What follows belongs to an exercise in optimizing a design on an open flow for small area and a short achievable clock period; a production flow would make more cautious choices. Only simulation tests tie the RTL to the original design; equivalence was not proved. Power is estimated from default activity; no workload was simulated.

**flow/flow/run.sh**
```bash
#!/bin/bash
# The standard layout (the standard.sh, ORFS from synthesis to finish), except that
# buffer_ports gives every input and output port a sky130_fd_sc_hd__buf_1 instead of the
# delay buffer (clkdlybuf4s50_1) it picks by default. Each ORFS step keeps its own log under
# orfs/logs/; make's full output goes to standard.log here.
set -euo pipefail
export BUFFER_PORTS_ARGS="-buffer_cell sky130_fd_sc_hd__buf_1"
bash standard.sh finish > standard.log 2>&1
```
**flow/standard.sh**
```bash
#!/bin/bash
# synth_recipe.tcl (not shown) runs the flow's synth.tcl, then flattens the netlist and writes it again
# the make line also repeats each setting of config.mk as NAME=value (left out here)
make -C /OpenROAD-flow-scripts/flow DESIGN_CONFIG=/design/flow/config.mk WORK_HOME=/design/flow/orfs CLKGATE_MAP_FILE= SYNTH_SCRIPT=/design/flow/synth_recipe.tcl "${@:-finish}"
```
**flow/config.mk**
```make
export PLATFORM = sky130hd
export DESIGN_NAME = OE_Sort
export DESIGN_NICKNAME = OE_Sort
export VERILOG_FILES = /design/flow/design.v
export SDC_FILE = /design/flow/constraint.sdc
export NUM_CORES = 4
export LEC_CHECK = 0
export ABC_AREA = 1
export CAP_MARGIN = 20
export CORE_MARGIN = 2
export CORE_UTILIZATION = 65
export CTS_CLUSTER_DIAMETER = 80
export CTS_CLUSTER_SIZE = 30
export SETUP_SLACK_MARGIN = 0.9
export SLEW_MARGIN = 20
```
**flow/constraint.sdc**
```tcl
create_clock -name core_clock -period 2.5 [get_ports {clk}]
set_input_delay 0.5000 -clock core_clock [delete_from_list [all_inputs] [get_ports {clk}]]
set_output_delay 0.5000 -clock core_clock [all_outputs]
set_load 0.01 [all_outputs]
```
**flow/design.v**
```verilog
module Compare_and_Swap #(
    parameter BIT_WIDTH = 8
    )
(
    input  [BIT_WIDTH-1:0] a,
    input  [BIT_WIDTH-1:0] b,
    output a_lt_b
 );
wire [7:0] G = b & ~a;
wire [7:0] P = b | ~a;
wire [3:0] g2, p2;
wire [4:0] c;
assign c[0] = 1'b0;
genvar k;
generate for (k = 0; k < 4; k = k + 1) begin : t
  assign g2[k] = G[2*k+1] | (P[2*k+1] & G[2*k]);
  assign p2[k] = P[2*k+1] & P[2*k];
  assign c[k+1] = g2[k] | (p2[k] & c[k]);
end endgenerate
assign a_lt_b = c[4];
endmodule
module OE_Sort #(
    parameter BIT_WIDTH = 8,
    parameter N = 16
    )
(
    input clk,
    input rst,
    input in_valid,
    input [BIT_WIDTH*N-1:0] list,
    output out_valid,
    output [BIT_WIDTH*N-1:0] sorted_list
    );
reg [8:0] valid_pipe;
always @(posedge clk)
    if (rst) valid_pipe <= 9'b0;
    else valid_pipe <= {valid_pipe[7:0], in_valid};
assign out_valid = valid_pipe[8];
wire lt_0_0_13;
Compare_and_Swap #(.BIT_WIDTH(8)) cmp_0 (.a(list[7:0]), .b(list[111:104]), .a_lt_b(lt_0_0_13));
wire [7:0] x0_0 = lt_0_0_13 ? list[111:104] : list[7:0];
wire [7:0] x0_13 = lt_0_0_13 ? list[7:0] : list[111:104];
wire lt_1_1_12;
Compare_and_Swap #(.BIT_WIDTH(8)) cmp_1 (.a(list[15:8]), .b(list[103:96]), .a_lt_b(lt_1_1_12));
wire [7:0] x1_1 = lt_1_1_12 ? list[103:96] : list[15:8];
wire [7:0] x1_12 = lt_1_1_12 ? list[15:8] : list[103:96];
wire lt_2_2_15;
Compare_and_Swap #(.BIT_WIDTH(8)) cmp_2 (.a(list[23:16]), .b(list[127:120]), .a_lt_b(lt_2_2_15));
wire [7:0] x2_2 = lt_2_2_15 ? list[127:120] : list[23:16];
wire [7:0] x2_15 = lt_2_2_15 ? list[23:16] : list[127:120];
wire lt_3_3_14;
Compare_and_Swap #(.BIT_WIDTH(8)) cmp_3 (.a(list[31:24]), .b(list[119:112]), .a_lt_b(lt_3_3_14));
wire [7:0] x3_3 = lt_3_3_14 ? list[119:112] : list[31:24];
wire [7:0] x3_14 = lt_3_3_14 ? list[31:24] : list[119:112];
wire lt_4_4_8;
Compare_and_Swap #(.BIT_WIDTH(8)) cmp_4 (.a(list[39:32]), .b(list[71:64]), .a_lt_b(lt_4_4_8));
wire [7:0] x4_4 = lt_4_4_8 ? list[71:64] : list[39:32];
wire [7:0] x4_8 = lt_4_4_8 ? list[39:32] : list[71:64];
wire lt_5_5_6;
Compare_and_Swap #(.BIT_WIDTH(8)) cmp_5 (.a(list[47:40]), .b(list[55:48]), .a_lt_b(lt_5_5_6));
wire [7:0] x5_5 = lt_5_5_6 ? list[55:48] : list[47:40];
wire [7:0] x5_6 = lt_5_5_6 ? list[47:40] : list[55:48];
wire lt_6_7_11;
Compare_and_Swap #(.BIT_WIDTH(8)) cmp_6 (.a(list[63:56]), .b(list[95:88]), .a_lt_b(lt_6_7_11));
wire [7:0] x6_7 = lt_6_7_11 ? list[95:88] : list[63:56];
wire [7:0] x6_11 = lt_6_7_11 ? list[63:56] : list[95:88];
wire lt_7_9_10;
Compare_and_Swap #(.BIT_WIDTH(8)) cmp_7 (.a(list[79:72]), .b(list[87:80]), .a_lt_b(lt_7_9_10));
wire [7:0] x7_9 = lt_7_9_10 ? list[87:80] : list[79:72];
wire [7:0] x7_10 = lt_7_9_10 ? list[79:72] : list[87:80];
reg [7:0] q0_s1;
always @(posedge clk) q0_s1 <= x0_0;
reg [7:0] q5_s1;
always @(posedge clk) q5_s1 <= x5_5;
wire lt_8_0_5;
Compare_and_Swap #(.BIT_WIDTH(8)) cmp_8 (.a(q0_s1), .b(q5_s1), .a_lt_b(lt_8_0_5));
wire [7:0] x8_0 = lt_8_0_5 ? q5_s1 : q0_s1;
wire [7:0] x8_5 = lt_8_0_5 ? q0_s1 : q5_s1;
reg [7:0] q1_s1;
always @(posedge clk) q1_s1 <= x1_1;
reg [7:0] q7_s1;
always @(posedge clk) q7_s1 <= x6_7;
wire lt_9_1_7;
Compare_and_Swap #(.BIT_WIDTH(8)) cmp_9 (.a(q1_s1), .b(q7_s1), .a_lt_b(lt_9_1_7));
wire [7:0] x9_1 = lt_9_1_7 ? q7_s1 : q1_s1;
wire [7:0] x9_7 = lt_9_1_7 ? q1_s1 : q7_s1;
reg [7:0] q2_s1;
always @(posedge clk) q2_s1 <= x2_2;
reg [7:0] q9_s1;
always @(posedge clk) q9_s1 <= x7_9;
wire lt_10_2_9;
Compare_and_Swap #(.BIT_WIDTH(8)) cmp_10 (.a(q2_s1), .b(q9_s1), .a_lt_b(lt_10_2_9));
wire [7:0] x10_2 = lt_10_2_9 ? q9_s1 : q2_s1;
wire [7:0] x10_9 = lt_10_2_9 ? q2_s1 : q9_s1;
reg [7:0] q3_s1;
always @(posedge clk) q3_s1 <= x3_3;
reg [7:0] q4_s1;
always @(posedge clk) q4_s1 <= x4_4;
wire lt_11_3_4;
Compare_and_Swap #(.BIT_WIDTH(8)) cmp_11 (.a(q3_s1), .b(q4_s1), .a_lt_b(lt_11_3_4));
wire [7:0] x11_3 = lt_11_3_4 ? q4_s1 : q3_s1;
wire [7:0] x11_4 = lt_11_3_4 ? q3_s1 : q4_s1;
reg [7:0] q6_s1;
always @(posedge clk) q6_s1 <= x5_6;
reg [7:0] q13_s1;
always @(posedge clk) q13_s1 <= x0_13;
wire lt_12_6_13;
Compare_and_Swap #(.BIT_WIDTH(8)) cmp_12 (.a(q6_s1), .b(q13_s1), .a_lt_b(lt_12_6_13));
wire [7:0] x12_6 = lt_12_6_13 ? q13_s1 : q6_s1;
wire [7:0] x12_13 = lt_12_6_13 ? q6_s1 : q13_s1;
reg [7:0] q8_s1;
always @(posedge clk) q8_s1 <= x4_8;
reg [7:0] q14_s1;
always @(posedge clk) q14_s1 <= x3_14;
wire lt_13_8_14;
Compare_and_Swap #(.BIT_WIDTH(8)) cmp_13 (.a(q8_s1), .b(q14_s1), .a_lt_b(lt_13_8_14));
wire [7:0] x13_8 = lt_13_8_14 ? q14_s1 : q8_s1;
wire [7:0] x13_14 = lt_13_8_14 ? q8_s1 : q14_s1;
reg [7:0] q10_s1;
always @(posedge clk) q10_s1 <= x7_10;
reg [7:0] q15_s1;
always @(posedge clk) q15_s1 <= x2_15;
wire lt_14_10_15;
Compare_and_Swap #(.BIT_WIDTH(8)) cmp_14 (.a(q10_s1), .b(q15_s1), .a_lt_b(lt_14_10_15));
wire [7:0] x14_10 = lt_14_10_15 ? q15_s1 : q10_s1;
wire [7:0] x14_15 = lt_14_10_15 ? q10_s1 : q15_s1;
reg [7:0] q11_s1;
always @(posedge clk) q11_s1 <= x6_11;
reg [7:0] q12_s1;
always @(posedge clk) q12_s1 <= x1_12;
wire lt_15_11_12;
Compare_and_Swap #(.BIT_WIDTH(8)) cmp_15 (.a(q11_s1), .b(q12_s1), .a_lt_b(lt_15_11_12));
wire [7:0] x15_11 = lt_15_11_12 ? q12_s1 : q11_s1;
wire [7:0] x15_12 = lt_15_11_12 ? q11_s1 : q12_s1;
reg [7:0] q0_s2;
always @(posedge clk) q0_s2 <= x8_0;
reg [7:0] q1_s2;
always @(posedge clk) q1_s2 <= x9_1;
wire lt_16_0_1;
Compare_and_Swap #(.BIT_WIDTH(8)) cmp_16 (.a(q0_s2), .b(q1_s2), .a_lt_b(lt_16_0_1));
wire [7:0] x16_0 = lt_16_0_1 ? q1_s2 : q0_s2;
wire [7:0] x16_1 = lt_16_0_1 ? q0_s2 : q1_s2;
reg [7:0] q2_s2;
always @(posedge clk) q2_s2 <= x10_2;
reg [7:0] q3_s2;
always @(posedge clk) q3_s2 <= x11_3;
wire lt_17_2_3;
Compare_and_Swap #(.BIT_WIDTH(8)) cmp_17 (.a(q2_s2), .b(q3_s2), .a_lt_b(lt_17_2_3));
wire [7:0] x17_2 = lt_17_2_3 ? q3_s2 : q2_s2;
wire [7:0] x17_3 = lt_17_2_3 ? q2_s2 : q3_s2;
reg [7:0] q4_s2;
always @(posedge clk) q4_s2 <= x11_4;
reg [7:0] q5_s2;
always @(posedge clk) q5_s2 <= x8_5;
wire lt_18_4_5;
Compare_and_Swap #(.BIT_WIDTH(8)) cmp_18 (.a(q4_s2), .b(q5_s2), .a_lt_b(lt_18_4_5));
wire [7:0] x18_4 = lt_18_4_5 ? q5_s2 : q4_s2;
wire [7:0] x18_5 = lt_18_4_5 ? q4_s2 : q5_s2;
reg [7:0] q6_s2;
always @(posedge clk) q6_s2 <= x12_6;
reg [7:0] q8_s2;
always @(posedge clk) q8_s2 <= x13_8;
wire lt_19_6_8;
Compare_and_Swap #(.BIT_WIDTH(8)) cmp_19 (.a(q6_s2), .b(q8_s2), .a_lt_b(lt_19_6_8));
wire [7:0] x19_6 = lt_19_6_8 ? q8_s2 : q6_s2;
wire [7:0] x19_8 = lt_19_6_8 ? q6_s2 : q8_s2;
reg [7:0] q7_s2;
always @(posedge clk) q7_s2 <= x9_7;
reg [7:0] q9_s2;
always @(posedge clk) q9_s2 <= x10_9;
wire lt_20_7_9;
Compare_and_Swap #(.BIT_WIDTH(8)) cmp_20 (.a(q7_s2), .b(q9_s2), .a_lt_b(lt_20_7_9));
wire [7:0] x20_7 = lt_20_7_9 ? q9_s2 : q7_s2;
wire [7:0] x20_9 = lt_20_7_9 ? q7_s2 : q9_s2;
reg [7:0] q10_s2;
always @(posedge clk) q10_s2 <= x14_10;
reg [7:0] q11_s2;
always @(posedge clk) q11_s2 <= x15_11;
wire lt_21_10_11;
Compare_and_Swap #(.BIT_WIDTH(8)) cmp_21 (.a(q10_s2), .b(q11_s2), .a_lt_b(lt_21_10_11));
wire [7:0] x21_10 = lt_21_10_11 ? q11_s2 : q10_s2;
wire [7:0] x21_11 = lt_21_10_11 ? q10_s2 : q11_s2;
reg [7:0] q12_s2;
always @(posedge clk) q12_s2 <= x15_12;
reg [7:0] q13_s2;
always @(posedge clk) q13_s2 <= x12_13;
wire lt_22_12_13;
Compare_and_Swap #(.BIT_WIDTH(8)) cmp_22 (.a(q12_s2), .b(q13_s2), .a_lt_b(lt_22_12_13));
wire [7:0] x22_12 = lt_22_12_13 ? q13_s2 : q12_s2;
wire [7:0] x22_13 = lt_22_12_13 ? q12_s2 : q13_s2;
reg [7:0] q14_s2;
always @(posedge clk) q14_s2 <= x13_14;
reg [7:0] q15_s2;
always @(posedge clk) q15_s2 <= x14_15;
wire lt_23_14_15;
Compare_and_Swap #(.BIT_WIDTH(8)) cmp_23 (.a(q14_s2), .b(q15_s2), .a_lt_b(lt_23_14_15));
wire [7:0] x23_14 = lt_23_14_15 ? q15_s2 : q14_s2;
wire [7:0] x23_15 = lt_23_14_15 ? q14_s2 : q15_s2;
reg [7:0] q0_s3;
always @(posedge clk) q0_s3 <= x16_0;
reg [7:0] q2_s3;
always @(posedge clk) q2_s3 <= x17_2;
wire lt_24_0_2;
Compare_and_Swap #(.BIT_WIDTH(8)) cmp_24 (.a(q0_s3), .b(q2_s3), .a_lt_b(lt_24_0_2));
wire [7:0] x24_0 = lt_24_0_2 ? q2_s3 : q0_s3;
wire [7:0] x24_2 = lt_24_0_2 ? q0_s3 : q2_s3;
reg [7:0] q1_s3;
always @(posedge clk) q1_s3 <= x16_1;
reg [7:0] q3_s3;
always @(posedge clk) q3_s3 <= x17_3;
wire lt_25_1_3;
Compare_and_Swap #(.BIT_WIDTH(8)) cmp_25 (.a(q1_s3), .b(q3_s3), .a_lt_b(lt_25_1_3));
wire [7:0] x25_1 = lt_25_1_3 ? q3_s3 : q1_s3;
wire [7:0] x25_3 = lt_25_1_3 ? q1_s3 : q3_s3;
reg [7:0] q4_s3;
always @(posedge clk) q4_s3 <= x18_4;
reg [7:0] q10_s3;
always @(posedge clk) q10_s3 <= x21_10;
wire lt_26_4_10;
Compare_and_Swap #(.BIT_WIDTH(8)) cmp_26 (.a(q4_s3), .b(q10_s3), .a_lt_b(lt_26_4_10));
wire [7:0] x26_4 = lt_26_4_10 ? q10_s3 : q4_s3;
wire [7:0] x26_10 = lt_26_4_10 ? q4_s3 : q10_s3;
reg [7:0] q5_s3;
always @(posedge clk) q5_s3 <= x18_5;
reg [7:0] q11_s3;
always @(posedge clk) q11_s3 <= x21_11;
wire lt_27_5_11;
Compare_and_Swap #(.BIT_WIDTH(8)) cmp_27 (.a(q5_s3), .b(q11_s3), .a_lt_b(lt_27_5_11));
wire [7:0] x27_5 = lt_27_5_11 ? q11_s3 : q5_s3;
wire [7:0] x27_11 = lt_27_5_11 ? q5_s3 : q11_s3;
reg [7:0] q6_s3;
always @(posedge clk) q6_s3 <= x19_6;
reg [7:0] q7_s3;
always @(posedge clk) q7_s3 <= x20_7;
wire lt_28_6_7;
Compare_and_Swap #(.BIT_WIDTH(8)) cmp_28 (.a(q6_s3), .b(q7_s3), .a_lt_b(lt_28_6_7));
wire [7:0] x28_6 = lt_28_6_7 ? q7_s3 : q6_s3;
wire [7:0] x28_7 = lt_28_6_7 ? q6_s3 : q7_s3;
reg [7:0] q8_s3;
always @(posedge clk) q8_s3 <= x19_8;
reg [7:0] q9_s3;
always @(posedge clk) q9_s3 <= x20_9;
wire lt_29_8_9;
Compare_and_Swap #(.BIT_WIDTH(8)) cmp_29 (.a(q8_s3), .b(q9_s3), .a_lt_b(lt_29_8_9));
wire [7:0] x29_8 = lt_29_8_9 ? q9_s3 : q8_s3;
wire [7:0] x29_9 = lt_29_8_9 ? q8_s3 : q9_s3;
reg [7:0] q12_s3;
always @(posedge clk) q12_s3 <= x22_12;
reg [7:0] q14_s3;
always @(posedge clk) q14_s3 <= x23_14;
wire lt_30_12_14;
Compare_and_Swap #(.BIT_WIDTH(8)) cmp_30 (.a(q12_s3), .b(q14_s3), .a_lt_b(lt_30_12_14));
wire [7:0] x30_12 = lt_30_12_14 ? q14_s3 : q12_s3;
wire [7:0] x30_14 = lt_30_12_14 ? q12_s3 : q14_s3;
reg [7:0] q13_s3;
always @(posedge clk) q13_s3 <= x22_13;
reg [7:0] q15_s3;
always @(posedge clk) q15_s3 <= x23_15;
wire lt_31_13_15;
Compare_and_Swap #(.BIT_WIDTH(8)) cmp_31 (.a(q13_s3), .b(q15_s3), .a_lt_b(lt_31_13_15));
wire [7:0] x31_13 = lt_31_13_15 ? q15_s3 : q13_s3;
wire [7:0] x31_15 = lt_31_13_15 ? q13_s3 : q15_s3;
reg [7:0] q1_s4;
always @(posedge clk) q1_s4 <= x25_1;
reg [7:0] q6_s4;
always @(posedge clk) q6_s4 <= x28_6;
wire lt_32_1_6;
Compare_and_Swap #(.BIT_WIDTH(8)) cmp_32 (.a(q1_s4), .b(q6_s4), .a_lt_b(lt_32_1_6));
wire [7:0] x32_1 = lt_32_1_6 ? q6_s4 : q1_s4;
wire [7:0] x32_6 = lt_32_1_6 ? q1_s4 : q6_s4;
reg [7:0] q2_s4;
always @(posedge clk) q2_s4 <= x24_2;
reg [7:0] q4_s4;
always @(posedge clk) q4_s4 <= x26_4;
wire lt_33_2_4;
Compare_and_Swap #(.BIT_WIDTH(8)) cmp_33 (.a(q2_s4), .b(q4_s4), .a_lt_b(lt_33_2_4));
wire [7:0] x33_2 = lt_33_2_4 ? q4_s4 : q2_s4;
wire [7:0] x33_4 = lt_33_2_4 ? q2_s4 : q4_s4;
reg [7:0] q3_s4;
always @(posedge clk) q3_s4 <= x25_3;
reg [7:0] q5_s4;
always @(posedge clk) q5_s4 <= x27_5;
wire lt_34_3_5;
Compare_and_Swap #(.BIT_WIDTH(8)) cmp_34 (.a(q3_s4), .b(q5_s4), .a_lt_b(lt_34_3_5));
wire [7:0] x34_3 = lt_34_3_5 ? q5_s4 : q3_s4;
wire [7:0] x34_5 = lt_34_3_5 ? q3_s4 : q5_s4;
reg [7:0] q7_s4;
always @(posedge clk) q7_s4 <= x28_7;
reg [7:0] q8_s4;
always @(posedge clk) q8_s4 <= x29_8;
wire lt_35_7_8;
Compare_and_Swap #(.BIT_WIDTH(8)) cmp_35 (.a(q7_s4), .b(q8_s4), .a_lt_b(lt_35_7_8));
wire [7:0] x35_7 = lt_35_7_8 ? q8_s4 : q7_s4;
wire [7:0] x35_8 = lt_35_7_8 ? q7_s4 : q8_s4;
reg [7:0] q9_s4;
always @(posedge clk) q9_s4 <= x29_9;
reg [7:0] q13_s4;
always @(posedge clk) q13_s4 <= x31_13;
wire lt_36_9_13;
Compare_and_Swap #(.BIT_WIDTH(8)) cmp_36 (.a(q9_s4), .b(q13_s4), .a_lt_b(lt_36_9_13));
wire [7:0] x36_9 = lt_36_9_13 ? q13_s4 : q9_s4;
wire [7:0] x36_13 = lt_36_9_13 ? q9_s4 : q13_s4;
reg [7:0] q10_s4;
always @(posedge clk) q10_s4 <= x26_10;
reg [7:0] q12_s4;
always @(posedge clk) q12_s4 <= x30_12;
wire lt_37_10_12;
Compare_and_Swap #(.BIT_WIDTH(8)) cmp_37 (.a(q10_s4), .b(q12_s4), .a_lt_b(lt_37_10_12));
wire [7:0] x37_10 = lt_37_10_12 ? q12_s4 : q10_s4;
wire [7:0] x37_12 = lt_37_10_12 ? q10_s4 : q12_s4;
reg [7:0] q11_s4;
always @(posedge clk) q11_s4 <= x27_11;
reg [7:0] q14_s4;
always @(posedge clk) q14_s4 <= x30_14;
wire lt_38_11_14;
Compare_and_Swap #(.BIT_WIDTH(8)) cmp_38 (.a(q11_s4), .b(q14_s4), .a_lt_b(lt_38_11_14));
wire [7:0] x38_11 = lt_38_11_14 ? q14_s4 : q11_s4;
wire [7:0] x38_14 = lt_38_11_14 ? q11_s4 : q14_s4;
reg [7:0] q1_s5;
always @(posedge clk) q1_s5 <= x32_1;
reg [7:0] q2_s5;
always @(posedge clk) q2_s5 <= x33_2;
wire lt_39_1_2;
Compare_and_Swap #(.BIT_WIDTH(8)) cmp_39 (.a(q1_s5), .b(q2_s5), .a_lt_b(lt_39_1_2));
wire [7:0] x39_1 = lt_39_1_2 ? q2_s5 : q1_s5;
wire [7:0] x39_2 = lt_39_1_2 ? q1_s5 : q2_s5;
reg [7:0] q3_s5;
always @(posedge clk) q3_s5 <= x34_3;
reg [7:0] q12_s5;
always @(posedge clk) q12_s5 <= x37_12;
wire lt_40_3_12;
Compare_and_Swap #(.BIT_WIDTH(8)) cmp_40 (.a(q3_s5), .b(q12_s5), .a_lt_b(lt_40_3_12));
wire [7:0] x40_3 = lt_40_3_12 ? q12_s5 : q3_s5;
wire [7:0] x40_12 = lt_40_3_12 ? q3_s5 : q12_s5;
reg [7:0] q4_s5;
always @(posedge clk) q4_s5 <= x33_4;
reg [7:0] q6_s5;
always @(posedge clk) q6_s5 <= x32_6;
wire lt_41_4_6;
Compare_and_Swap #(.BIT_WIDTH(8)) cmp_41 (.a(q4_s5), .b(q6_s5), .a_lt_b(lt_41_4_6));
wire [7:0] x41_4 = lt_41_4_6 ? q6_s5 : q4_s5;
wire [7:0] x41_6 = lt_41_4_6 ? q4_s5 : q6_s5;
reg [7:0] q5_s5;
always @(posedge clk) q5_s5 <= x34_5;
reg [7:0] q7_s5;
always @(posedge clk) q7_s5 <= x35_7;
wire lt_42_5_7;
Compare_and_Swap #(.BIT_WIDTH(8)) cmp_42 (.a(q5_s5), .b(q7_s5), .a_lt_b(lt_42_5_7));
wire [7:0] x42_5 = lt_42_5_7 ? q7_s5 : q5_s5;
wire [7:0] x42_7 = lt_42_5_7 ? q5_s5 : q7_s5;
reg [7:0] q8_s5;
always @(posedge clk) q8_s5 <= x35_8;
reg [7:0] q10_s5;
always @(posedge clk) q10_s5 <= x37_10;
wire lt_43_8_10;
Compare_and_Swap #(.BIT_WIDTH(8)) cmp_43 (.a(q8_s5), .b(q10_s5), .a_lt_b(lt_43_8_10));
wire [7:0] x43_8 = lt_43_8_10 ? q10_s5 : q8_s5;
wire [7:0] x43_10 = lt_43_8_10 ? q8_s5 : q10_s5;
reg [7:0] q9_s5;
always @(posedge clk) q9_s5 <= x36_9;
reg [7:0] q11_s5;
always @(posedge clk) q11_s5 <= x38_11;
wire lt_44_9_11;
Compare_and_Swap #(.BIT_WIDTH(8)) cmp_44 (.a(q9_s5), .b(q11_s5), .a_lt_b(lt_44_9_11));
wire [7:0] x44_9 = lt_44_9_11 ? q11_s5 : q9_s5;
wire [7:0] x44_11 = lt_44_9_11 ? q9_s5 : q11_s5;
reg [7:0] q13_s5;
always @(posedge clk) q13_s5 <= x36_13;
reg [7:0] q14_s5;
always @(posedge clk) q14_s5 <= x38_14;
wire lt_45_13_14;
Compare_and_Swap #(.BIT_WIDTH(8)) cmp_45 (.a(q13_s5), .b(q14_s5), .a_lt_b(lt_45_13_14));
wire [7:0] x45_13 = lt_45_13_14 ? q14_s5 : q13_s5;
wire [7:0] x45_14 = lt_45_13_14 ? q13_s5 : q14_s5;
reg [7:0] q3_s6;
always @(posedge clk) q3_s6 <= x40_3;
reg [7:0] q8_s6;
always @(posedge clk) q8_s6 <= x43_8;
wire lt_46_3_8;
Compare_and_Swap #(.BIT_WIDTH(8)) cmp_46 (.a(q3_s6), .b(q8_s6), .a_lt_b(lt_46_3_8));
wire [7:0] x46_3 = lt_46_3_8 ? q8_s6 : q3_s6;
wire [7:0] x46_8 = lt_46_3_8 ? q3_s6 : q8_s6;
reg [7:0] q5_s6;
always @(posedge clk) q5_s6 <= x42_5;
reg [7:0] q6_s6;
always @(posedge clk) q6_s6 <= x41_6;
wire lt_47_5_6;
Compare_and_Swap #(.BIT_WIDTH(8)) cmp_47 (.a(q5_s6), .b(q6_s6), .a_lt_b(lt_47_5_6));
wire [7:0] x47_5 = lt_47_5_6 ? q6_s6 : q5_s6;
wire [7:0] x47_6 = lt_47_5_6 ? q5_s6 : q6_s6;
reg [7:0] q7_s6;
always @(posedge clk) q7_s6 <= x42_7;
reg [7:0] q10_s6;
always @(posedge clk) q10_s6 <= x43_10;
wire lt_48_7_10;
Compare_and_Swap #(.BIT_WIDTH(8)) cmp_48 (.a(q7_s6), .b(q10_s6), .a_lt_b(lt_48_7_10));
wire [7:0] x48_7 = lt_48_7_10 ? q10_s6 : q7_s6;
wire [7:0] x48_10 = lt_48_7_10 ? q7_s6 : q10_s6;
reg [7:0] q9_s6;
always @(posedge clk) q9_s6 <= x44_9;
reg [7:0] q12_s6;
always @(posedge clk) q12_s6 <= x40_12;
wire lt_49_9_12;
Compare_and_Swap #(.BIT_WIDTH(8)) cmp_49 (.a(q9_s6), .b(q12_s6), .a_lt_b(lt_49_9_12));
wire [7:0] x49_9 = lt_49_9_12 ? q12_s6 : q9_s6;
wire [7:0] x49_12 = lt_49_9_12 ? q9_s6 : q12_s6;
reg [7:0] q2_s6;
always @(posedge clk) q2_s6 <= x39_2;
reg [7:0] q2_s7;
always @(posedge clk) q2_s7 <= q2_s6;
reg [7:0] q4_s6;
always @(posedge clk) q4_s6 <= x41_4;
reg [7:0] q4_s7;
always @(posedge clk) q4_s7 <= q4_s6;
wire lt_50_2_4;
Compare_and_Swap #(.BIT_WIDTH(8)) cmp_50 (.a(q2_s7), .b(q4_s7), .a_lt_b(lt_50_2_4));
wire [7:0] x50_2 = lt_50_2_4 ? q4_s7 : q2_s7;
wire [7:0] x50_4 = lt_50_2_4 ? q2_s7 : q4_s7;
reg [7:0] q3_s7;
always @(posedge clk) q3_s7 <= x46_3;
reg [7:0] q5_s7;
always @(posedge clk) q5_s7 <= x47_5;
wire lt_51_3_5;
Compare_and_Swap #(.BIT_WIDTH(8)) cmp_51 (.a(q3_s7), .b(q5_s7), .a_lt_b(lt_51_3_5));
wire [7:0] x51_3 = lt_51_3_5 ? q5_s7 : q3_s7;
wire [7:0] x51_5 = lt_51_3_5 ? q3_s7 : q5_s7;
reg [7:0] q6_s7;
always @(posedge clk) q6_s7 <= x47_6;
reg [7:0] q8_s7;
always @(posedge clk) q8_s7 <= x46_8;
wire lt_52_6_8;
Compare_and_Swap #(.BIT_WIDTH(8)) cmp_52 (.a(q6_s7), .b(q8_s7), .a_lt_b(lt_52_6_8));
wire [7:0] x52_6 = lt_52_6_8 ? q8_s7 : q6_s7;
wire [7:0] x52_8 = lt_52_6_8 ? q6_s7 : q8_s7;
reg [7:0] q7_s7;
always @(posedge clk) q7_s7 <= x48_7;
reg [7:0] q9_s7;
always @(posedge clk) q9_s7 <= x49_9;
wire lt_53_7_9;
Compare_and_Swap #(.BIT_WIDTH(8)) cmp_53 (.a(q7_s7), .b(q9_s7), .a_lt_b(lt_53_7_9));
wire [7:0] x53_7 = lt_53_7_9 ? q9_s7 : q7_s7;
wire [7:0] x53_9 = lt_53_7_9 ? q7_s7 : q9_s7;
reg [7:0] q10_s7;
always @(posedge clk) q10_s7 <= x48_10;
reg [7:0] q12_s7;
always @(posedge clk) q12_s7 <= x49_12;
wire lt_54_10_12;
Compare_and_Swap #(.BIT_WIDTH(8)) cmp_54 (.a(q10_s7), .b(q12_s7), .a_lt_b(lt_54_10_12));
wire [7:0] x54_10 = lt_54_10_12 ? q12_s7 : q10_s7;
wire [7:0] x54_12 = lt_54_10_12 ? q10_s7 : q12_s7;
reg [7:0] q11_s6;
always @(posedge clk) q11_s6 <= x44_11;
reg [7:0] q11_s7;
always @(posedge clk) q11_s7 <= q11_s6;
reg [7:0] q13_s6;
always @(posedge clk) q13_s6 <= x45_13;
reg [7:0] q13_s7;
always @(posedge clk) q13_s7 <= q13_s6;
wire lt_55_11_13;
Compare_and_Swap #(.BIT_WIDTH(8)) cmp_55 (.a(q11_s7), .b(q13_s7), .a_lt_b(lt_55_11_13));
wire [7:0] x55_11 = lt_55_11_13 ? q13_s7 : q11_s7;
wire [7:0] x55_13 = lt_55_11_13 ? q11_s7 : q13_s7;
reg [7:0] q3_s8;
always @(posedge clk) q3_s8 <= x51_3;
reg [7:0] q4_s8;
always @(posedge clk) q4_s8 <= x50_4;
wire lt_56_3_4;
Compare_and_Swap #(.BIT_WIDTH(8)) cmp_56 (.a(q3_s8), .b(q4_s8), .a_lt_b(lt_56_3_4));
wire [7:0] x56_3 = lt_56_3_4 ? q4_s8 : q3_s8;
wire [7:0] x56_4 = lt_56_3_4 ? q3_s8 : q4_s8;
reg [7:0] q5_s8;
always @(posedge clk) q5_s8 <= x51_5;
reg [7:0] q6_s8;
always @(posedge clk) q6_s8 <= x52_6;
wire lt_57_5_6;
Compare_and_Swap #(.BIT_WIDTH(8)) cmp_57 (.a(q5_s8), .b(q6_s8), .a_lt_b(lt_57_5_6));
wire [7:0] x57_5 = lt_57_5_6 ? q6_s8 : q5_s8;
wire [7:0] x57_6 = lt_57_5_6 ? q5_s8 : q6_s8;
reg [7:0] q7_s8;
always @(posedge clk) q7_s8 <= x53_7;
reg [7:0] q8_s8;
always @(posedge clk) q8_s8 <= x52_8;
wire lt_58_7_8;
Compare_and_Swap #(.BIT_WIDTH(8)) cmp_58 (.a(q7_s8), .b(q8_s8), .a_lt_b(lt_58_7_8));
wire [7:0] x58_7 = lt_58_7_8 ? q8_s8 : q7_s8;
wire [7:0] x58_8 = lt_58_7_8 ? q7_s8 : q8_s8;
reg [7:0] q9_s8;
always @(posedge clk) q9_s8 <= x53_9;
reg [7:0] q10_s8;
always @(posedge clk) q10_s8 <= x54_10;
wire lt_59_9_10;
Compare_and_Swap #(.BIT_WIDTH(8)) cmp_59 (.a(q9_s8), .b(q10_s8), .a_lt_b(lt_59_9_10));
wire [7:0] x59_9 = lt_59_9_10 ? q10_s8 : q9_s8;
wire [7:0] x59_10 = lt_59_9_10 ? q9_s8 : q10_s8;
reg [7:0] q11_s8;
always @(posedge clk) q11_s8 <= x55_11;
reg [7:0] q12_s8;
always @(posedge clk) q12_s8 <= x54_12;
wire lt_60_11_12;
Compare_and_Swap #(.BIT_WIDTH(8)) cmp_60 (.a(q11_s8), .b(q12_s8), .a_lt_b(lt_60_11_12));
wire [7:0] x60_11 = lt_60_11_12 ? q12_s8 : q11_s8;
wire [7:0] x60_12 = lt_60_11_12 ? q11_s8 : q12_s8;
reg [7:0] q0_s4;
always @(posedge clk) q0_s4 <= x24_0;
reg [7:0] q0_s5;
always @(posedge clk) q0_s5 <= q0_s4;
reg [7:0] q0_s6;
always @(posedge clk) q0_s6 <= q0_s5;
reg [7:0] q0_s7;
always @(posedge clk) q0_s7 <= q0_s6;
reg [7:0] q0_s8;
always @(posedge clk) q0_s8 <= q0_s7;
reg [7:0] q0_s9;
always @(posedge clk) q0_s9 <= q0_s8;
assign sorted_list[7:0] = q0_s9;
reg [7:0] q1_s6;
always @(posedge clk) q1_s6 <= x39_1;
reg [7:0] q1_s7;
always @(posedge clk) q1_s7 <= q1_s6;
reg [7:0] q1_s8;
always @(posedge clk) q1_s8 <= q1_s7;
reg [7:0] q1_s9;
always @(posedge clk) q1_s9 <= q1_s8;
assign sorted_list[15:8] = q1_s9;
reg [7:0] q2_s8;
always @(posedge clk) q2_s8 <= x50_2;
reg [7:0] q2_s9;
always @(posedge clk) q2_s9 <= q2_s8;
assign sorted_list[23:16] = q2_s9;
reg [7:0] q3_s9;
always @(posedge clk) q3_s9 <= x56_3;
assign sorted_list[31:24] = q3_s9;
reg [7:0] q4_s9;
always @(posedge clk) q4_s9 <= x56_4;
assign sorted_list[39:32] = q4_s9;
reg [7:0] q5_s9;
always @(posedge clk) q5_s9 <= x57_5;
assign sorted_list[47:40] = q5_s9;
reg [7:0] q6_s9;
always @(posedge clk) q6_s9 <= x57_6;
assign sorted_list[55:48] = q6_s9;
reg [7:0] q7_s9;
always @(posedge clk) q7_s9 <= x58_7;
assign sorted_list[63:56] = q7_s9;
reg [7:0] q8_s9;
always @(posedge clk) q8_s9 <= x58_8;
assign sorted_list[71:64] = q8_s9;
reg [7:0] q9_s9;
always @(posedge clk) q9_s9 <= x59_9;
assign sorted_list[79:72] = q9_s9;
reg [7:0] q10_s9;
always @(posedge clk) q10_s9 <= x59_10;
assign sorted_list[87:80] = q10_s9;
reg [7:0] q11_s9;
always @(posedge clk) q11_s9 <= x60_11;
assign sorted_list[95:88] = q11_s9;
reg [7:0] q12_s9;
always @(posedge clk) q12_s9 <= x60_12;
assign sorted_list[103:96] = q12_s9;
reg [7:0] q13_s8;
always @(posedge clk) q13_s8 <= x55_13;
reg [7:0] q13_s9;
always @(posedge clk) q13_s9 <= q13_s8;
assign sorted_list[111:104] = q13_s9;
reg [7:0] q14_s6;
always @(posedge clk) q14_s6 <= x45_14;
reg [7:0] q14_s7;
always @(posedge clk) q14_s7 <= q14_s6;
reg [7:0] q14_s8;
always @(posedge clk) q14_s8 <= q14_s7;
reg [7:0] q14_s9;
always @(posedge clk) q14_s9 <= q14_s8;
assign sorted_list[119:112] = q14_s9;
reg [7:0] q15_s4;
always @(posedge clk) q15_s4 <= x31_15;
reg [7:0] q15_s5;
always @(posedge clk) q15_s5 <= q15_s4;
reg [7:0] q15_s6;
always @(posedge clk) q15_s6 <= q15_s5;
reg [7:0] q15_s7;
always @(posedge clk) q15_s7 <= q15_s6;
reg [7:0] q15_s8;
always @(posedge clk) q15_s8 <= q15_s7;
reg [7:0] q15_s9;
always @(posedge clk) q15_s9 <= q15_s8;
assign sorted_list[127:120] = q15_s9;
endmodule
```
==> summary.txt, run 1 <==
Final layout
  • Area grow syn2layout: 8.90%
  • Nets: 6489
  • Share of layout cells above drive strength 1: between 10% and 20%
  • Max reg flops: 9
  • Most common cell after layout, fill and taps aside: nand2_1
  • Ant diodes: 0
  • Commonest cells after routing, fill and taps aside: 2313 x nand2_1, 1084 x dfxtp_1, 854 x nand3_1
  • Finished Layout Cells: 7319
  • Largest Register: valid_pipe

Floorplanning
  • Core ar.: 70100 sq um
  • Initial Util: about two thirds
  • Std cell rows: just under 100
  • Die Wd: approximately 270 um
  • DIE AREA: 73200 sq um
  • Die Y: 271 um
  • Top Ports: 260

Clocking
  • CTS tree: built
  • TritonCTS Buffers: 48
  • Post-CTS Hold Fix Bufs: 0
  • CTS sink cnt: 1161
  • CTS Buffer Depth: 3
  • Clock latency on the worst-skew pair: between 600 and 700 ps
  • H-tree depth: 2
  • Root buf cell: clkbuf_16
  • Reg clk slew, reported paths: around 100 ps

Setup path
  • Worst path depth: 1
  • Arrival time at the worst endpoint: ~1100 ps
  • Setup crit start: q12_s9[6]$_DFF_P_
  • Crit path kind: flop to output pin
  • Critical Path End: sorted_list[102]
  • CP max FO: 1
  • CP top delay family: flip-flops
  • FF-to-FF Start: q9_s3[0]$_DFF_P_
  • CP Cell Sequence: buf_2
  • R2R setup slack: approximately 900 ps
  • Critical Path Sink Type: output pin
  • CP max-delay cell: dfxtp_1
  • Max incr delay on CP: 340 ps
  • Buf/Inv on CP: 1
  • Worst r2r path cells: 10
  • Critical Path Source Type: flop
  • Worst EP required: roughly 2000 ps
  • Critical R2R Capture: q9_s4[2]$_DFF_P_

STA
  • Slew Viols, Final: 0
  • Max Fclk: ~620 MHz
  • Final Skew: around 35 ps
  • Ratio of final minimum period to clock period: between 60% and 70%
  • Hold Violations, Final: 0
  • Unrepaired setup endpoints after global routing: true
  • Final min period: 1610 ps
  • Final setup TNS: 0 ps
  • Setup violators final: 0
  • Worst slew pin tran: roughly 640 ps
  • Slew Limit Headroom: 57.5%
  • Hold Worst Slack: 43.3 ps

Hold path
  • HP Class: primary input to flop

Drt
  • Post-route DRC: 0
  • Vias/cell: approximately 5
  • Starting DRC count in detailed routing: ~2.4k
  • Final antenna-violating net count: 0
  • Final wirelength: roughly 110 mm
  • Pre-Repair DR Iteration Count: 9
  • Wirelength per Cell: approximately 14 um
  • Routed vias: 37.1k

Synth
  • Yosys warns: 1
  • Register area share after synthesis: between 50% and 60%
  • Synth unique cells: 24
  • Mapped Cells: 6121
  • Register bit total from synthesis: about 1.2k
  • Cell area after synthesis: 46200 sq um
  • Avg Inst Size Synth: about 7.5 sq um
  • Area share of the largest cell type after synthesis: around 50%
  • Synthesized net count: approximately 6.3k
  • Synth top area cells: dfxtp_1 50%, nand2_1 19%, nand3_1 9.3%
  • Cell taking the most area after synthesis: dfxtp_1

Global route
  • First-pass GRT wire length: roughly 160 mm
  • Largest net degree at the start of global routing: 31
  • Total gr overflow: 0
  • Initial antenna violation count: 0
  • Tot GR Track Use: about 28%
  • Vias in the first global route: around 32k

Outcome
  • Status: timing/DRC/antenna clean

Pwr
  • Pwr per Cell Area: 1370 nW/um^2
  • Worst vdd ir: about 0.00078 V
  • Leakage: about 26 nW
  • Final Total Pwr: roughly 70 mW

Placed design
  • Gp weighted congestion: 0.963
  • Detail Placement HPWL: 81.1 mm
  • Placed Cells: 7149
  • Port buffer count: around 260

Job
  • # Max-Cap Violations: 0
==> layout make-up <==
cell class / count / area [sq um]
multi-input cells: 3922 / 18900
clock inverters: 17 / 191
clock buffers: 54 / 1250
well taps: 940 / 1180
repair buffers: 362 / 2160
inverters: 863 / 3240
flip-flops and latches: 1161 / 23300
fillers: 5823 / 19800
==> routing by layer <==
metal,part of all wire (%),GRT usage (%),vias to the layer above
li1,-,-,19400
met1,42,33.6,16500
met2,49,48.8,927
met3,3.7,2.76,220
met4,5.7,14.1,0
met5,0,0,-
==> worst min path at each step <==
stage	from	end	slack, ps	depth (start not counted)
2_1_floorplan	q0_s4[0]$_DFF_P_	q0_s5[0]$_DFF_P_	310	0
3_5_place_dp	q0_s7[3]$_DFF_P_	q0_s8[3]$_DFF_P_	310	0
5_1_grt	in_valid	valid_pipe[0]$_SDFF_PP0_	50	3
4_1_cts	in_valid	valid_pipe[0]$_SDFF_PP0_	6	3
3_3_place_gp	q1_s6[5]$_DFF_P_	q1_s7[5]$_DFF_P_	310	0
6_report	in_valid	valid_pipe[0]$_SDFF_PP0_	40	3
==> where the power goes <==
part | internal (mW) | switching, mW
registers | 25.5 | 6.08
clock network | 3.84 | 5.51
logic | 10.0 | 17.9
total | 39.4 | 29.5
==> metrics by stage <==
| stage | worst slack (ps) | util, % | cell area, sq um |
|---|---|---|---|
| finish | 887 | 71.7 | 50300 |
| detailed placement | 519 | 67.2 | 47100 |
| global placement | 590 | 67.2 | 47100 |
| CTS | 863 | 69.8 | 49000 |
| global route | 849 | 71.7 | 50300 |
| floorplan | 1150 | - | 46200 |
==> cells by family (layout without fill, tap and decap cells) <==
kind of cell	Yosys count	in the layout	share of synthesized area, %
buf+inv	1047	1296	9.83
compound gates	366	366	6.74
simple gates	3547	3556	33.1
flops	1161	1161	50.3
==> cells in the mapped netlist <==
| cell type | number |
|---|---|
| nand2_1 | 2318 |
| clkbuf_1 | 1 |
| nand2_4 | 25 |
| clkinv_1 | 41 |
| nand2_2 | 97 |
| a211oi_1 | 13 |
| a21oi_2 | 14 |
| nor3_1 | 39 |
| a21oi_4 | 47 |
| nor3_2 | 22 |
| a22o_1 | 61 |
| o21ai_0 | 61 |
| inv_1 | 736 |
| dfxtp_1 | 1161 |
| buf_2 | 122 |
| o22ai_1 | 61 |
| buf_6 | 61 |
| or2_2 | 61 |
| o21ai_1 | 61 |
| nand3_1 | 854 |
| a211oi_2 | 48 |
| nor2_2 | 61 |
| nor2_1 | 70 |
| inv_2 | 86 |
==> what timing repair did <==
action	CTS	global route
resized for setup	180	163
gates cloned	0	9
setup buffers	3	87
setup endpoints to repair	184	775
pin swaps	0	9
==> run 2, diff against run 1 <==
--- a/flow/config.mk
+++ b/flow/config.mk
@@ -9,7 +9,7 @@
 export CAP_MARGIN = 20
 export CORE_MARGIN = 2
-export CORE_UTILIZATION = 65
+export CORE_UTILIZATION = 80
 export CTS_CLUSTER_DIAMETER = 80
 export CTS_CLUSTER_SIZE = 30
-export SETUP_SLACK_MARGIN = 0.9
+export SETUP_SLACK_MARGIN = 0.8
 export SLEW_MARGIN = 20
==> run 2 against run 1 <==
Compared with the run above:
- clock-buffer cell count down 4
- register-to-register slack got worse by 120 ps
- cell area down 2.9%
- non-clock buffer count down 62
- highest routed layer is now met5
- cell count shrank 3.4%
- area after synthesis unchanged
- largest cell class unchanged
- critical path type is now flop to flop
- sequential power about the same
- sequential cell count did not move
==> summary.txt, run 2 <==
Outcome
  • Status: timing/DRC/antenna clean

Synth
  • Synth unique cells: 24 (unchanged)
  • Register area share after synthesis: 50.3% (unchanged)
  • Yosys warns: 1 (unchanged)
  • Cell taking the most area after synthesis: dfxtp_1
  • Top_reg_cell synth: dfxtp_1
  • Synthesized net count: 6252 (unchanged)
  • Count leader, synth: nand2_1
  • Post-synth EDFFs: 0 (unchanged)
  • Cell area after synthesis: 46200 sq um (unchanged)
  • Mapped Cells: 6121 (unchanged)
  • Commonest cells post-synth: 2318 x nand2_1, 1161 x dfxtp_1, 854 x nand3_1
  • Synth top area cells: dfxtp_1 50%, nand2_1 19%, nand3_1 9.3%
  • Avg Inst Size Synth: 7.55 sq um (unchanged)
  • Area share of the largest cell type after synthesis: 50.3% (unchanged)
  • Register bit total from synthesis: 1161 (unchanged)
  • Asr flop ratio synth: 0% (unchanged)

Clocking
  • Clock latency on the worst-skew pair: 640 ps (-20 ps)
  • CTS tree: built
  • Reg clk slew, reported paths: 110 ps (about the same)
  • Post-CTS Hold Fix Bufs: 0 (unchanged)
  • TritonCTS Buffers: 46 (-4.2%)
  • Root buf cell: clkbuf_16
  • CTS Buffer Depth: 3 (unchanged)
  • CTS sink cnt: 1161 (unchanged)
  • H-tree depth: 2 (unchanged)

STA
  • Ratio of final minimum period to clock period: 68.9% (+4.4 points)
  • Final Skew: 30.7 ps (-4.75 ps)
  • Unrepaired setup endpoints after global routing: false
  • Max Fclk: 581 MHz (-6.3%)
  • Final min period: 1720 ps (+109 ps)
  • Final setup TNS: 0 ps (unchanged)
  • Setup violators final: 0 (unchanged)
  • Slew Limit Headroom: 58.0% (+0.54 points)
  • Worst slew pin tran: 630 ps (-8.07 ps)
  • Hold Violations, Final: 0 (unchanged)
  • Slew Viols, Final: 0 (unchanged)

Setup path
  • Arrival time at the worst endpoint: 2300 ps (+1190 ps)
  • Worst EP required: 3080 ps (+1080 ps)
  • Critical Path Sink Type: flop
  • Crit path kind: flop to flop
  • CP max FO: 16 (+15)
  • Critical Path Source Type: flop

Drt
  • Wirelength per Cell: 16.4 um (+14%)
  • Post-route DRC: 0 (unchanged)
  • Final antenna-violating net count: 0 (unchanged)
  • Routed vias: 39.6k (+6.8%)
  • Final wirelength: 116 mm (+9.8%)
  • Pre-Repair DR Iteration Count: 7 (-2)
  • Vias/cell: 5.60 (+11%)
  • Starting DRC count in detailed routing: 3426 (+42%)

Global route
  • Vias in the first global route: 36.1k (+12%)
  • Largest net degree at the start of global routing: 31 (unchanged)
  • First-pass GRT wire length: 180 mm (+9.4%)
  • Total gr overflow: 0 (unchanged)
  • Initial antenna violation count: 2 (+2)
  • Tot GR Track Use: 37.5% (+9.8 points)

Final layout
  • Storage cell area: 23300 sq um (-0.37%)
  • Nets: 6421 (-1.0%)
  • Share of layout cells above drive strength 1: 9.27% (-4.2 points)
  • Largest Register: valid_pipe
  • Most common cell after layout, fill and taps aside: nand2_1
  • Fill cell count: 3364 (-42%)
  • Area grow syn2layout: 5.74%
  • Max reg flops: 9 (unchanged)
  • Multi-input logic area: 18700 sq um (-1.0%)
  • Final Core Density: 85.2% (+13 points)
  • Commonest cells after routing, fill and taps aside: 2317 x nand2_1, 1152 x dfxtp_1, 854 x nand3_1

Pwr
  • Pwr per Cell Area: 1410 nW/um^2 (+2.6%)
  • Worst vdd ir: 0.000881 V (+13%)
  • Final Total Pwr: 68.7 mW (-0.39%)
  • Leakage: 25.3 nW (-3.6%)

Floorplanning
  • Die Wd: 244 um (-9.7%)
  • DIE AREA: 59700 sq um (-18%)
  • Top Ports: 260 (unchanged)
  • Std cell rows: 88 (-9.3%)
  • Initial Util: 80.5% (+15 points)
  • Die Y: 244 um (-9.7%)
  • Core ar.: 57400 sq um (-18%)

Placed design
  • Detail Placement HPWL: 84.7 mm (+4.4%)
  • Gp weighted congestion: 1.03 (+7.1%)
  • Port buffer count: 259 (unchanged)

Job
  • # Max-Cap Violations: 0 (unchanged)

Hold path
  • HP Class: primary input to flop
[run 2: cell counts after synthesis]
No cell type changed its count.
[run 2: routing by layer]
layer	GRT usage, %	vias up	share of wire (%)
met3	5.15	521	6.6
met5	0	-	0.018
met2	65.8	1923	49
met4	26.5	4	8.2
met1	42.1	17900	36
li1	-	19300	-
[run 2: kinds of logic (layout without fill, tap and decap cells)]
logic type	count (synthesis)	count (layout)	synth area share, %
simple gates	3547	3552	33.1
flops	1161	1161	50.3
buf+inv	1047	1224	9.83
compound gates	366	366	6.74
other cells	0	2	0
[run 2: where the power goes]
| group | total [mW] | internal, mW | switching, mW |
|---|---|---|---|
| clock network | 9.21 | 3.74 | 5.47 |
| registers | 31.9 | 25.5 | 6.47 |
| logic | 27.5 | 8.90 | 18.6 |
[run 2: worst paths after layout]
path / startpoint / to / slack [ps] / cells past startpoint
max: q15_s3[2]$_DFF_P_ / q13_s4[2]$_DFF_P_ / 780 / 12
min: in_valid / valid_pipe[0]$_SDFF_PP0_ / 40 / 3
max reg2reg: q15_s3[2]$_DFF_P_ / q13_s4[2]$_DFF_P_ / 780 / 12
min reg2reg: q0_s8[6]$_DFF_P_ / q0_s9[6]$_DFF_P_ / 330 / 0
[run 2: layout make-up]
type	instances	area share, %
well taps	765	1.96
repair buffers	300	2.66
clock buffers	50	2.47
diodes	2	0.0102
clock inverters	11	0.289
flip-flops and latches	1161	47.6
inverters	863	6.63
multi-input cells	3918	38.4
[run 2: timing repair]
item                                    4_1_cts  5_1_grt
endpoints found under the setup margin       30      399
gates cloned                                  2        3
resized for setup                             5       72
pin swaps                                     2        3
setup buffers                                 0       29
[run 2: through the flow]
| step | hold slack [ps] | instance area [sq um] | setup slack (ps) | std cells |
|---|---|---|---|---|
| detailed placement | 312 | 46900 | 532 | 6973 |
| finish | 36.2 | 48900 | 777 | 7070 |
| CTS | 21.1 | 48300 | 800 | 7036 |
| global placement | 310 | 46900 | 592 | 6973 |
| floorplan | 310 | 46200 | 1150 | 6121 |
| global route | 23.0 | 48800 | 653 | 7068 |
[run 2: worst max-delay path, cell delays in order (launching register included)]
cell	delay (ps)
dfxtp_1	470
inv_1	100
nand2_1	70
nand2_1	50
inv_1	130
nand2_1	100
nand2_1	70
nand2_1	40
nand2_1	100
nand2_4	160
nand2_4	170
nand2_1	110
nand2_1	100
==> run 3, diff against run 2 <==
--- a/flow/config.mk
+++ b/flow/config.mk
@@ -9,7 +9,7 @@
 export CAP_MARGIN = 20
 export CORE_MARGIN = 2
-export CORE_UTILIZATION = 80
-export CTS_CLUSTER_DIAMETER = 80
-export CTS_CLUSTER_SIZE = 30
+export CORE_UTILIZATION = 65
+export CTS_CLUSTER_DIAMETER = 60
+export CTS_CLUSTER_SIZE = 20
 export SETUP_SLACK_MARGIN = 0.8
 export SLEW_MARGIN = 20
==> run 3 against run 2 <==
Compared with the run above:
- sequential cell count is the same
- critical endpoint is now q8_s4[4]$_DFF_P_
- sequential share of layout area shrank 0.90 points
- register-to-register slack gained 40 ps
- cell count grew 3.0%
==> summary.txt, run 3 <==
Setup path
  • Arrival time at the worst endpoint: 2200 ps (-100 ps)
  • FF-to-FF Start: q8_s3[3]$_DFF_P_
  • CP max FO: 16 (unchanged)
  • Worst EP required: 3020 ps (-60 ps)
  • Critical Path Source Type: flop
  • R2R setup slack: 820 ps (+40 ps)
  • Worst r2r path cells: 12 (unchanged)
  • Critical Path Sink Type: flop
  • Crit path kind: flop to flop
  • Critical R2R Capture: q8_s4[4]$_DFF_P_

Drt
  • Pre-Repair DR Iteration Count: 6 (-1)
  • Final antenna-violating net count: 0 (unchanged)
  • Final wirelength: 105 mm (-9.7%)
  • Post-route DRC: 0 (unchanged)
  • Starting DRC count in detailed routing: 2236 (-35%)
  • Routed vias: 37.0k (-6.5%)
  • Vias/cell: 5.08 (-9.2%)
  • Wirelength per Cell: 14.4 um (-12%)

Synth
  • Synth unique cells: 24 (unchanged)
  • Yosys warns: 1 (unchanged)
  • Area share of the largest cell type after synthesis: 50.3% (unchanged)
  • Mapped Cells: 6121 (unchanged)
  • Synthesized net count: 6252 (unchanged)
  • Commonest cells post-synth: 2318 x nand2_1, 1161 x dfxtp_1, 854 x nand3_1
  • Post-synth EDFFs: 0 (unchanged)
  • Cell taking the most area after synthesis: dfxtp_1
  • Count leader, synth: nand2_1
  • Register bit total from synthesis: 1161 (unchanged)
  • Register area share after synthesis: 50.3% (unchanged)
  • Synth top area cells: dfxtp_1 50%, nand2_1 19%, nand3_1 9.3%
  • Avg Inst Size Synth: 7.55 sq um (unchanged)
  • Asr flop ratio synth: 0% (unchanged)
  • Cell area after synthesis: 46200 sq um (unchanged)
  • Top_reg_cell synth: dfxtp_1

Floorplanning
  • Top Ports: 260 (unchanged)
  • Initial Util: 65.9% (-15 points)
  • DIE AREA: 73200 sq um (+23%)
  • Die Y: 271 um (+11%)
  • Std cell rows: 97 (+10%)
  • Die Wd: 271 um (+11%)
  • Core ar.: 70100 sq um (+22%)

Pwr
  • Worst vdd ir: 0.000708 V (-20%)
  • Pwr per Cell Area: 1400 nW/um^2 (-0.58%)
  • Leakage: 25.6 nW (+1.2%)

Hold path
  • Min-Delay Startpoint: in_valid
  • Hold EP: valid_pipe[0]$_SDFF_PP0_
  • HP Class: primary input to flop
  • Min-Delay Path Depth: 3 (unchanged)

Placed design
  • Detail Placement HPWL: 81.1 mm (-4.2%)
  • Port buffer count: 259 (unchanged)
  • Gp weighted congestion: 0.963 (-6.6%)

Global route
  • Tot GR Track Use: 28.0% (-9.5 points)
  • First-pass GRT wire length: 166 mm (-7.9%)
  • Largest net degree at the start of global routing: 21 (-32%)
  • Initial antenna violation count: 1 (-1)
  • Vias in the first global route: 32.7k (-9.4%)
  • Total gr overflow: 0 (unchanged)

STA
  • Max Fclk: 595 MHz (+2.5%)
  • Hold Worst Slack: 55.4 ps (+19.1 ps)
  • Unrepaired setup endpoints after global routing: true
  • Final setup TNS: 0 ps (unchanged)
  • Final Skew: 22.7 ps (-7.98 ps)
  • Worst slew pin tran: 647 ps (+16.7 ps)
  • Setup violators final: 0 (unchanged)
  • Hold Violations, Final: 0 (unchanged)
  • Slew Limit Headroom: 56.9% (-1.1 points)
  • Slew Viols, Final: 0 (unchanged)
  • Ratio of final minimum period to clock period: 67.2% (-1.7 points)
  • Final min period: 1680 ps (-41.9 ps)

Clocking
  • Root buf cell: clkbuf_16
  • H-tree depth: 3 (+1)
  • TritonCTS Buffers: 75 (+63%)
  • CTS sink cnt: 1161 (unchanged)
  • CTS Buffer Depth: 3 (unchanged)
  • Clock latency on the worst-skew pair: 640 ps (about the same)
  • CTS tree: built
  • Reg clk slew, reported paths: 70 ps (-40 ps)

Final layout
  • Largest Register: valid_pipe
  • Max reg flops: 9 (unchanged)
  • Commonest cells after routing, fill and taps aside: 2318 x nand2_1, 1155 x dfxtp_1, 854 x nand3_1
  • Share of layout cells above drive strength 1: 9.57% (+0.31 points)
  • Nets: 6439 (+0.28%)
  • Most common cell after layout, fill and taps aside: nand2_1
  • Fill cell count: 5932 (+76%)
  • Multi-input logic area: 18600 sq um (-0.65%)
  • Storage cell area: 23200 sq um (about the same)
  • Area grow syn2layout: 7.76%

Job
  • # Max-Cap Violations: 0 (unchanged)

Outcome
  • Status: timing/DRC/antenna clean
==> run 3: worst max-delay path by stage <==
stage / slack (ps) / start / to / cells past startpoint
floorplan: 1150 / list[79] / q10_s1[0]$_DFF_P_ / 7
global placement: 590 / list[7] / q13_s1[6]$_DFF_P_ / 8
detailed placement: 520 / list[7] / q13_s1[6]$_DFF_P_ / 8
CTS: 800 / q12_s9[2]$_DFF_P_ / sorted_list[98] / 1
global route: 730 / q9_s3[1]$_DFF_P_ / q8_s4[4]$_DFF_P_ / 13
finish: 820 / q8_s3[3]$_DFF_P_ / q8_s4[4]$_DFF_P_ / 12
==> run 3: where the power goes <==
part	internal, mW	switching [mW]	total, mW
Combinational	8.68	17.3	25.9
Sequential	25.5	6.04	31.5
Clock	6.04	6.07	12.1
Total	40.2	29.4	69.6
==> run 3: timing repair <==
action                     4_1_cts  5_1_grt
buffers inserted                 0       17
hold buffers                     0        0
resized for setup                2       39
pin swaps                        0        4
cloned                           0        5
setup endpoints to repair        7      271
==> run 3: layout make-up <==
class | count | area share, %
clock inverter | 26 | 0.669
tap | 940 | 2.36
inverter | 863 | 6.51
antenna | 1 | 0.00503
multi-input combinational | 3918 | 37.4
clock buffer | 83 | 3.93
sequential | 1161 | 46.7
timing repair buffer | 289 | 2.41
==> run 3: cell families after synthesis <==
family / count (synthesis) / synth area share (%)
flip-flops: 1161 / 50.3
AO/OA/AOI/OAI: 366 / 6.74
AND/OR/NAND/NOR: 3547 / 33.1
buffers and inverters: 1047 / 9.83
==> run 3: routing by layer <==
layer / global-route usage (%) / up-vias / routed length [um]
met5: 0 / - / 0
met4: 15.5 / 0 / 6070
met3: 3.39 / 251 / 4350
met2: 48.6 / 940 / 50900
met1: 33.6 / 16500 / 43200
li1: - / 19300 / -
==> run 3: metrics by stage <==
step | instance area, sq um | worst slack [ps] | cells | util, % | power, mW
finish | 49800 | 819 | 7281 | 71.0 | 69.6
detailed placement | 47100 | 519 | 7149 | 67.2 | 57.1
CTS | 49400 | 804 | 7258 | 70.5 | 69.2
global placement | 47100 | 590 | 7149 | 67.2 | 56.5
global route | 49800 | 730 | 7280 | 71.0 | 74.9
floorplan | 46200 | 1150 | 6121 | - | 51.0
==> run 3: worst max-delay path: stages, from the launching register on <==
cell     delay, ps
dfxtp_1        430
inv_1           80
nand2_1         50
o21ai_0         70
inv_1           60
nand2_1         60
nand2_1         70
nand2_1         70
nand2_2        250
nand2_2        170
buf_4          180
nand2_1         50
nand2_1         40
==> run 4, diff against run 3 <==
==> flow/flow/run.sh (replaced) <==
#!/bin/bash
# The standard layout (the standard.sh, ORFS from synthesis to finish), except that
# buffer_ports gives every input and output port a sky130_fd_sc_hd__buf_2 instead of the
# delay buffer (clkdlybuf4s50_1) it picks by default. Each ORFS step keeps its own log under
# orfs/logs/; make's full output goes to standard.log here.
set -euo pipefail
export BUFFER_PORTS_ARGS="-buffer_cell sky130_fd_sc_hd__buf_2"
bash standard.sh finish > standard.log 2>&1
--- a/flow/config.mk
+++ b/flow/config.mk
@@ -10,6 +10,6 @@
 export CORE_MARGIN = 2
 export CORE_UTILIZATION = 65
-export CTS_CLUSTER_DIAMETER = 60
-export CTS_CLUSTER_SIZE = 20
+export CTS_CLUSTER_DIAMETER = 80
+export CTS_CLUSTER_SIZE = 30
 export SETUP_SLACK_MARGIN = 0.8
 export SLEW_MARGIN = 20
==> run 4 against run 3 <==
Compared with the run above:
- highest routed layer unchanged
- largest power group unchanged
- combinational power about the same
- first-iteration DRC count increased by 6.1%
- non-clock buffer count decreased by 10
- maximum frequency increased by 0.21%
- die area unchanged
- utilization decreased by 0.75 points
- register-to-register slack about the same
- still clean on timing, DRC and antenna
==> summary.txt, run 4 <==
Drt
  • Vias/cell: 5.06 (-0.36%)
  • Final antenna-violating net count: 0 (unchanged)
  • Routed vias: 36.6k (-1.0%)
  • Pre-Repair DR Iteration Count: 6 (unchanged)
  • Post-route DRC: 0 (unchanged)
  • Starting DRC count in detailed routing: 2373 (+6.1%)
  • Final wirelength: 103 mm (-1.2%)
  • Wirelength per Cell: 14.3 um (-0.54%)

Synth
  • Register area share after synthesis: 50.3% (unchanged)
  • Commonest cells post-synth: 2318 x nand2_1, 1161 x dfxtp_1, 854 x nand3_1
  • Largest family of logic cells by synthesized area: simple AND/OR/NAND/NOR gates
  • Adder-cell share of the synthesized area: 0% (unchanged)
  • Synth unique cells: 24 (unchanged)
  • Top_reg_cell synth: dfxtp_1
  • Cell taking the most area after synthesis: dfxtp_1
  • Synth top area cells: dfxtp_1 50%, nand2_1 19%, nand3_1 9.3%
  • Count leader, synth: nand2_1
  • Register bit total from synthesis: 1161 (unchanged)
  • Post-synth EDFFs: 0 (unchanged)
  • Avg Inst Size Synth: 7.55 sq um (unchanged)
  • Asr flop ratio synth: 0% (unchanged)
  • Synthesized-area fraction occupied by and/or/nand/nor cells: 33.1% (unchanged)
  • Mapped Cells: 6121 (unchanged)
  • Synthesized net count: 6252 (unchanged)
  • Synth Area in Compound Gates: 6.74% (unchanged)
  • Post-Synth XOR/XNOR Area: 0% (unchanged)
  • Mux cell area share after synthesis: 0% (unchanged)
  • Area share of the largest cell type after synthesis: 50.3% (unchanged)
  • Yosys warns: 1 (unchanged)
  • Cell area after synthesis: 46200 sq um (unchanged)

Final layout
  • Most common cell after layout, fill and taps aside: nand2_1
  • Storage cell area: 23300 sq um (about the same)
  • Nets: 6402 (-0.57%)
  • Commonest cells after routing, fill and taps aside: 2318 x nand2_1, 1152 x dfxtp_1, 854 x nand3_1
  • Max reg flops: 9 (unchanged)
  • Final instance area: 49300 sq um (-1.1%)
  • Share of layout cells above drive strength 1: 13.1% (+3.5 points)
  • Area grow syn2layout: 6.62%
  • Fill cell count: 5912 (-0.34%)
  • Largest Register: valid_pipe
  • Multi-input logic area: 18700 sq um (+0.13%)

Global route
  • Total gr overflow: 0 (unchanged)
  • Tot GR Track Use: 27.6% (-0.32 points)
  • Initial antenna violation count: 0 (-1)
  • First-pass GRT wire length: 164 mm (-1.0%)
  • Vias in the first global route: 32.1k (-2.0%)
  • Largest net degree at the start of global routing: 31 (+48%)

Placed design
  • Gp weighted congestion: 0.982 (+2.0%)
  • Placed Area: 47500 sq um (+0.69%)
  • Detail Placement HPWL: 80.8 mm (-0.41%)
  • Port buffer count: 259 (unchanged)

Setup path
  • Max incr delay on CP: 590 ps (+160 ps)
  • Arrival time at the worst endpoint: 2260 ps (+60 ps)
  • CP max-delay cell: dfxtp_1
  • CP top delay family: simple AND/OR/NAND/NOR gates
  • Critical Path Sink Type: flop
  • Buf/Inv on CP: 0 (-3)
  • Worst EP required: 3080 ps (+60 ps)
  • Critical Path Source Type: flop
  • CP max FO: 15 (-1)
  • Crit path kind: flop to flop
  • Crit-path most repeated cell: nand2_1
  • CP Cell Sequence: nor2_2 > a211oi_1 > nand2_2 > nand2_4 > nand2_1 > nand2_1

STA
  • Final Skew: 16.5 ps (-6.20 ps)
  • Setup violators final: 0 (unchanged)
  • Final setup TNS: 0 ps (unchanged)
  • Ratio of final minimum period to clock period: 67.1% (-0.14 points)
  • Unrepaired setup endpoints after global routing: false
  • Worst slew pin tran: 650 ps (+3.32 ps)
  • Final min period: 1680 ps (-3.46 ps)
  • Hold Violations, Final: 0 (unchanged)
  • Slew Viols, Final: 0 (unchanged)
  • Slew Limit Headroom: 56.7% (-0.22 points)
  • Max Fclk: 596 MHz (+0.21%)

Floorplanning
  • Initial Util: 65.9% (unchanged)
  • Std cell rows: 97 (unchanged)
  • DIE AREA: 73200 sq um (unchanged)
  • Core ar.: 70100 sq um (unchanged)
  • Die Wd: 271 um (unchanged)
  • Die Y: 271 um (unchanged)
  • Top Ports: 260 (unchanged)

Job
  • # Max-Cap Violations: 0 (unchanged)

Pwr
  • Clock power share: 14.2% (-3.2 points)
  • Leakage: 26.0 nW (+1.5%)
  • Worst vdd ir: 0.000737 V (+4.1%)
  • Pwr per Cell Area: 1360 nW/um^2 (-2.5%)
  • Sequential power share: 47.0% (+1.7 points)
  • Part of the power in combinational logic: 38.9% (+1.6 points)
  • Switch Pwr: 28.7 mW (-2.2%)
  • P_int: 38.4 mW (-4.5%)
  • Net Sw Frac: 42.8% (+0.59 points)

Clocking
  • CTS sink cnt: 1161 (unchanged)
  • H-tree depth: 2 (-1)
  • Post-CTS Hold Fix Bufs: 0 (unchanged)
  • Root buf cell: clkbuf_16
  • Reg clk slew, reported paths: 100 ps (+30 ps)
  • TritonCTS Buffers: 48 (-36%)
  • CTS tree: built
  • CTS Buffer Depth: 3 (unchanged)
  • Clock latency on the worst-skew pair: 640 ps (about the same)

Outcome
  • Status: timing/DRC/antenna clean

Hold path
  • HP Class: primary input to flop
[run 4: cell types whose count changed in the layout (fill, tap and decap cells not counted), sizes merged]
cell	change
buf	-10
diode	+1
clkinv	-3
clkinvlp	-2
inv	-3
clkbuf	-30
[run 4: power groups by stage]
stage          logic [mW]  clock network [mW]  registers, mW
2_1_floorplan        21.4                   0           29.7
3_3_place_gp         25.0                   0           31.7
3_5_place_dp         25.4                   0           31.9
4_1_cts              25.5                9.72           31.4
5_1_grt              29.8                10.4           32.2
6_report             26.1                9.50           31.5
[run 4: final cells by class]
| cell class | count | area share, % |
|---|---|---|
| Sequential cell | 1161 | 47.2 |
| Multi-Input combinational cell | 3918 | 37.9 |
| Antenna cell | 2 | 0.0102 |
| Clock buffer | 53 | 2.54 |
| Inverter | 863 | 6.58 |
| Tap cell | 940 | 2.39 |
| Timing Repair Buffer | 279 | 2.94 |
| Clock inverter | 18 | 0.472 |
[run 4: stage by stage]
step | instances | setup WS, ps | total power [mW] | utilization, % | hold slack [ps]
6_report | 7234 | 823 | 67.1 | 70.2 | 71.8
5_1_grt | 7232 | 803 | 72.4 | 70.2 | 65.0
4_1_cts | 7220 | 816 | 66.7 | 69.8 | 44.7
3_5_place_dp | 7149 | 569 | 57.3 | 67.7 | 312
3_3_place_gp | 7149 | 637 | 56.7 | 67.7 | 310
2_1_floorplan | 6121 | 1150 | 51.0 | - | 310
[run 4: cells by family (layout without fill, tap and decap cells)]
group | count (synthesis) | after routing
simple gates | 3547 | 3552
flops | 1161 | 1161
buf+inv | 1047 | 1213
compound gates | 366 | 366
other cells | 0 | 2
[run 4: per-layer routing]
metal,wire (um),GRT usage (%)
met5,0,0
met4,5940,14.0
met3,3920,2.72
met2,50700,49.1
met1,42700,33.3
[run 4: worst paths after layout]
check                                        from                        to  slack [ps]  cells after the start
worst max-delay path            q15_s2[7]$_DFF_P_         q14_s3[3]$_DFF_P_         820                      6
worst min-delay path                     in_valid  valid_pipe[0]$_SDFF_PP0_          70                      3
worst max register to register  q15_s2[7]$_DFF_P_         q14_s3[3]$_DFF_P_         820                      6
worst min register to register   q4_s6[2]$_DFF_P_          q4_s7[2]$_DFF_P_         330                      0
[run 4: repair_timing]
| action | 4_1_cts | 5_1_grt |
|---|---|---|
| pin swaps | 0 | 5 |
| endpoints found under the setup margin | 6 | 272 |
| buffers inserted | 0 | 7 |
| gates resized for setup | 3 | 46 |
| gates cloned | 0 | 5 |
[run 4: tightest hold or removal path: stages]
cell	delay [ps]
buf_2	70
inv_1	30
nor2_1	70

==> re-timing with driven ports <==
Ports are ideal in the flow. The routed layouts listed here were re-timed in OpenROAD. Step 1 (the two cells are an assumption about what drives the block):
set clk [get_ports {clk}]
set_driving_cell -lib_cell sky130_fd_sc_hd__clkbuf_16 $clk
set_driving_cell -lib_cell sky130_fd_sc_hd__buf_2 [delete_from_list [all_inputs] $clk]
Step 2 times the ports against the registers' clock, not the clock port: input delays grow and output delays shrink by t, the midpoint of the rising clock arrivals with the driver on. a / b / c = ideal / step 1 / step 2; a / b = the first two.
| run | shift t [ns] | setup slack, ns | worst hold slack (ns) | worst setup path after step 2 | cell pins on the clock port's net |
|---|---|---|---|---|---|
| run 1 | 0.706 | 0.887 / 0.818 / 0.496 | 0.043 / 0.008 / 0.316 | input to register | 1 |
| run 2 | 0.696 | 0.777 / 0.768 / 0.490 | 0.036 / -0.009 / 0.333 | input to register | 1 |
| run 3 | 0.700 | 0.819 / 0.792 / 0.513 | 0.055 / 0.019 / 0.324 | input to register | 1 |
| run 4 | 0.697 | 0.823 / 0.823 / 0.550 | 0.072 / 0.029 / 0.330 | input to register | 1 |
After both steps setup and hold are still met in every run listed. The setup slack of run 1, which loses most, moves by -0.069 ns with the drivers and by -0.391 ns with both steps.
